Background: an optimization exercise with open tools, aiming at small area. Do not read the settings as production practice.
RTL that was checked went through simulation tests only; none was proved equivalent to the original.

==> v11: inputs <==
## Triadic_ALU
module Triadic_ALU
#(
    parameter       WORD_WIDTH                      = 36,
    parameter       ADDR_WIDTH                      = 12,
    parameter       S_WRITE_ADDR                    = 3072,
    parameter       S_RAMSTYLE                      = "",
    parameter       S_READ_NEW_DATA                 = 0,
    parameter       THREAD_COUNT                    = 8,
    parameter       THREAD_COUNT_WIDTH              = 3,
    parameter       WRITE_RETIME_STAGES             = 3
)
(
    input   wire                                    clock,
    input   wire                                    IO_Ready,
    input   wire                                    Cancel,
    input   wire    [ADDR_WIDTH-1:0]                DB,          
    input   wire    [20-1:0]   control,     
    input   wire    [WORD_WIDTH-1:0]                A,           
    input   wire    [WORD_WIDTH-1:0]                B,           
    output  wire    [WORD_WIDTH-1:0]                Ra,          
    output  wire    [WORD_WIDTH-1:0]                Rb,          
    output  wire                                    carry_out,   
    output  wire                                    overflow     
);
==> module Triadic_ALU, before the edit <==
module Triadic_ALU
#(
    parameter       WORD_WIDTH                      = 36,
    parameter       ADDR_WIDTH                      = 12,
    parameter       S_WRITE_ADDR                    = 3072,
    parameter       S_RAMSTYLE                      = "",
    parameter       S_READ_NEW_DATA                 = 0,
    parameter       THREAD_COUNT                    = 8,
    parameter       THREAD_COUNT_WIDTH              = 3,
    parameter       WRITE_RETIME_STAGES             = 3
)
(
    input   wire                                    clock,
    input   wire                                    IO_Ready,
    input   wire                                    Cancel,
    input   wire    [ADDR_WIDTH-1:0]                DB,          
    input   wire    [20-1:0]   control,     
    input   wire    [WORD_WIDTH-1:0]                A,           
    input   wire    [WORD_WIDTH-1:0]                B,           
    output  wire    [WORD_WIDTH-1:0]                Ra,          
    output  wire    [WORD_WIDTH-1:0]                Rb,          
    output  wire                                    carry_out,   
    output  wire                                    overflow     
);
    wire [WORD_WIDTH-1:0]   R;
    wire                    R_zero;
    wire                    R_negative;
    wire [WORD_WIDTH-1:0]   S;
    Triadic_ALU_Forward_Path
    #(
        .WORD_WIDTH  (WORD_WIDTH)
    )
    TALU_FWD
    (
        .clock      (clock),
        .control    (control),       
        .A          (A),             
        .B          (B),             
        .R          (R),             
        .R_zero     (R_zero),        
        .R_negative (R_negative),    
        .S          (S),             
        .Ra         (Ra),            
        .Rb         (Rb),            
        .carry_out  (carry_out),     
        .overflow   (overflow)       
    );
    wire [ADDR_WIDTH-1:0] DB_retimed;
    Delay_Line 
    #(
        .DEPTH  (WRITE_RETIME_STAGES), 
        .WIDTH  (ADDR_WIDTH)
    ) 
    DL_retime
    (
        .clock  (clock),
        .in     (DB),
        .out    (DB_retimed)
    );
    Triadic_ALU_Feedback_Path
    #(
        .WORD_WIDTH         (WORD_WIDTH),
        .ADDR_WIDTH         (ADDR_WIDTH),
        .S_WRITE_ADDR       (S_WRITE_ADDR),
        .S_RAMSTYLE         (S_RAMSTYLE),
        .S_READ_NEW_DATA    (S_READ_NEW_DATA),
        .THREAD_COUNT       (THREAD_COUNT),
        .THREAD_COUNT_WIDTH (THREAD_COUNT_WIDTH)
    )
    TALU_FBK
    (
        .clock          (clock),
        .Ra             (Ra),            
        .Rb             (Rb),            
        .DB             (DB_retimed),    
        .IO_Ready       (IO_Ready),
        .Cancel         (Cancel),
        .R              (R),             
        .R_zero         (R_zero),        
        .R_negative     (R_negative),    
        .S              (S)              
    );
endmodule
make LEC_CHECK=0 CAP_MARGIN=20 CORE_MARGIN=2 CORE_UTILIZATION=40 SLEW_MARGIN=20 finish   # period 3.7 ns
run.sh (not shown) runs the stock make flow with config.mk's settings and CLKGATE_MAP_FILE= SYNTH_SCRIPT=/design/flow/synth_recipe.tcl, a recipe that flattens the netlist after the stock synthesis.
==> inputs of v17, as changes to v11 <==
--- a/flow/design.v
+++ b/flow/design.v
@@ -767,62 +767,81 @@
     output  wire                                    carry_out,   
     output  wire                                    overflow     
 );
-    wire [WORD_WIDTH-1:0]   R;
-    wire                    R_zero;
-    wire                    R_negative;
-    wire [WORD_WIDTH-1:0]   S;
-    Triadic_ALU_Forward_Path
-    #(
-        .WORD_WIDTH  (WORD_WIDTH)
-    )
-    TALU_FWD
-    (
-        .clock      (clock),
-        .control    (control),       
-        .A          (A),             
-        .B          (B),             
-        .R          (R),             
-        .R_zero     (R_zero),        
-        .R_negative (R_negative),    
-        .S          (S),             
-        .Ra         (Ra),            
-        .Rb         (Rb),            
-        .carry_out  (carry_out),     
-        .overflow   (overflow)       
-    );
-    wire [ADDR_WIDTH-1:0] DB_retimed;
-    Delay_Line 
-    #(
-        .DEPTH  (WRITE_RETIME_STAGES), 
-        .WIDTH  (ADDR_WIDTH)
-    ) 
-    DL_retime
-    (
-        .clock  (clock),
-        .in     (DB),
-        .out    (DB_retimed)
-    );
-    Triadic_ALU_Feedback_Path
-    #(
-        .WORD_WIDTH         (WORD_WIDTH),
-        .ADDR_WIDTH         (ADDR_WIDTH),
-        .S_WRITE_ADDR       (S_WRITE_ADDR),
-        .S_RAMSTYLE         (S_RAMSTYLE),
-        .S_READ_NEW_DATA    (S_READ_NEW_DATA),
-        .THREAD_COUNT       (THREAD_COUNT),
-        .THREAD_COUNT_WIDTH (THREAD_COUNT_WIDTH)
-    )
-    TALU_FBK
-    (
-        .clock          (clock),
-        .Ra             (Ra),            
-        .Rb             (Rb),            
-        .DB             (DB_retimed),    
-        .IO_Ready       (IO_Ready),
-        .Cancel         (Cancel),
-        .R              (R),             
-        .R_zero         (R_zero),        
-        .R_negative     (R_negative),    
-        .S              (S)              
-    );
+    localparam W = WORD_WIDTH;
+    wire [1:0]  R_selector   = control[1:0];
+    wire [3:0]  dyadic_1     = control[5:2];
+    wire [3:0]  dyadic_2     = control[9:6];
+    wire        triadic_dual = control[10];
+    wire [1:0]  add_sub      = control[12:11];
+    wire [3:0]  dyadic_3     = control[16:13];
+    wire [1:0]  shift        = control[18:17];
+    wire        split        = control[19];
+    reg [7*W-1:0]   Ra_line;     
+    reg [6*W-1:0]   Rb_line;     
+    reg [7:0]       pred_line;   
+    reg [8*W-1:0]   S_ring;      
+    reg [2:0]       S_addr_hit;  
+    reg [2:0]       S_wren;      
+    wire [W-1:0] R          = Ra_line[7*W-1:6*W];
+    wire         R_zero     = ~|R;
+    wire         R_negative = R[W-1];
+    wire [W-1:0] S          = S_ring[8*W-1:7*W];
+    reg [W-1:0] X;
+    always @(*) begin
+        case (R_selector)
+            2'd0:      X = R;
+            2'd1: X = {W{R_zero}};
+            2'd2:  X = {W{R_negative}};
+            default:        X = S;
+        endcase
+    end
+    reg [W-1:0] D1, D2, T1, T2, D3;
+    integer i;
+    always @(*) begin
+        for (i = 0; i < W; i = i + 1) begin
+            D1[i] = dyadic_1[{A[i], B[i]}];
+            D2[i] = dyadic_2[{A[i], B[i]}];
+        end
+        T1 = (D2 & X) | (D1 & ~X);
+        T2 = (D2 & (X ^ {W{triadic_dual}})) | (D1 & ~(X ^ {W{triadic_dual}}));
+    end
+    wire [W-1:0] A_signed = A ^ {W{add_sub[0]}};
+    wire [W-1:0] B_signed = B ^ {W{add_sub[1]}};
+    wire [W:0]   sum_full = A_signed + B_signed + add_sub[0] + add_sub[1];
+    wire [W-1:0] sum      = sum_full[W-1:0];
+    wire         co       = sum_full[W];
+    wire         ov       = A_signed[W-1] ^ B_signed[W-1] ^ sum[W-1] ^ co;
+    always @(*) begin
+        for (i = 0; i < W; i = i + 1) begin
+            D3[i] = dyadic_3[{T2[i], sum[i]}];
+        end
+    end
+    reg [W-1:0] Ra_1, Rb_1;
+    reg [1:0]   shift_1;
+    reg         split_1;
+    reg [W-1:0] Rb_shifted;
+    always @(*) begin
+        case (shift_1)
+            2'd0:         Rb_shifted = Rb_1;
+            2'd1:        Rb_shifted = {1'b0, Rb_1[W-1:1]};
+            2'd2: Rb_shifted = {Rb_1[W-1], Rb_1[W-1:1]};
+            default:             Rb_shifted = {Rb_1[W-2:0], 1'b0};
+        endcase
+    end
+    wire [W-1:0] Ra_2 = split_1 ? Ra_1 : Rb_shifted;
+    always @(posedge clock) begin
+        Ra_1       <= T1;
+        Rb_1       <= D3;
+        shift_1    <= shift;
+        split_1    <= split;
+        Ra_line    <= {Ra_line[6*W-1:0], Ra_2};
+        Rb_line    <= {Rb_line[5*W-1:0], Rb_shifted};
+        pred_line  <= {pred_line[5:0], co, ov};
+        S_addr_hit <= {S_addr_hit[1:0], DB == S_WRITE_ADDR[ADDR_WIDTH-1:0]};
+        S_wren     <= {S_wren[1:0], S_addr_hit[2] & IO_Ready & ~Cancel};
+        S_ring     <= {S_ring[7*W-1:0], S_wren[2] ? Rb_line[6*W-1:5*W] : S};
+    end
+    assign Ra                   = Ra_line[3*W-1:2*W];
+    assign Rb                   = Rb_line[3*W-1:2*W];
+    assign {carry_out,overflow} = pred_line[7:6];
 endmodule
==> flow/flow/run.sh (new file) <==
#!/bin/bash
# The standard layout (standard.sh) with these changes, set through ORFS's
# own variables: input and output ports buffered with buf_1 instead of the
# default delay cell, and clock tree synthesis without dummy loads and with
# larger sink clusters. Each tool's output goes to orfs/logs; make's own output
# goes to make.log here.
set -euo pipefail
source flow/knobs.sh
bash standard.sh > make.log 2>&1
==> flow/flow/knobs.sh (new file) <==
export BUFFER_PORTS_ARGS="-buffer_cell sky130_fd_sc_hd__buf_1"
export CTS_ARGS="-sink_clustering_enable -repair_clock_nets -dont_use_dummy_load -sink_clustering_size 32 -sink_clustering_max_diameter 100"
==> flow/standard.sh (new file) <==
#!/bin/bash
# synth_recipe.tcl (not shown) runs the flow's synth.tcl, then flattens the netlist and writes it again
# the make line also repeats each setting of config.mk as NAME=value (left out here)
make -C /OpenROAD-flow-scripts/flow DESIGN_CONFIG=/design/flow/config.mk WORK_HOME=/design/flow/orfs CLKGATE_MAP_FILE= SYNTH_SCRIPT=/design/flow/synth_recipe.tcl "${@:-finish}"
removed: flow/run.sh
==> comparison table <==
| metric | v11 | v17 |
|---|---|---|
| Clock-cell share of area | 8.12% | 2.86% |
| CP Max Fanout | 4 | 13 |
| Run status | finished clean | finished clean |
| Detailed-route via count | 18.0k | 15.2k |
| Total Die Area | 90,300 sq um | 69,400 sq um |
| Core Box Area | 87,000 sq um | 66,900 sq um |
| Final non-clock buffer share | 7.64% | 8.14% |
| Post-Synth Simple-Gate Area | 2.07% | 5.89% |
| Routed wl met3 | 3540 um | 1980 um |
| Data arrival, critical path | 4.03 ns | 3.97 ns |
| Post-Synth XOR/XNOR Area | 3.60% | 4.77% |
| Well-Tap Cells | 1,155 | 873 |
| Minimum setup slack after placement | -0.589 ns | -0.460 ns |
| Signal buffers | 364 | 411 |
| Number of enable flip-flop cells after synthesis | 288 | 0 |
| Number of fill cells | 7,239 | 6,060 |
| Worst reg-to-reg path cell count | 3 | 10 |
| Met3 usage in global routing | 3.28% | 2.22% |
| Final wirelength | 74,500 um | 59,900 um |
| Final setup slack of the worst path | 0.196 ns | 0.138 ns |
No functional check of the RTL was part of v11.

[port drivers added, routing unchanged]
In the flow no input, the clock included, has a driving cell. The finished layouts below were timed again as built, in two steps.
Step 1, drivers: a clkbuf_16 drives clock and a buf_2 each remaining input, both assumed.
Step 2 adds t to the input delays and takes it off the output delays; t is the mean of the earliest and latest rising clock arrival at the registers after step 1. Input paths then give back, and output paths get back, about the clock's delay inside the block.
a / b / c = no drivers / after step 1 / after step 2; a / b = the first two.
run	t (ns)	slack for setup (ns)	worst data-port slew with drivers (ns)
v11	0.698	0.196 / 0.244 / -0.454	0.06
v17	0.604	0.138 / 0.179 / -0.425	0.05
With both steps, setup timing fails in v11 and v17, where it was met with ideal ports. For v11, which loses most, drivers alone change the setup slack by +0.048 ns; drivers and shift together by -0.650 ns.
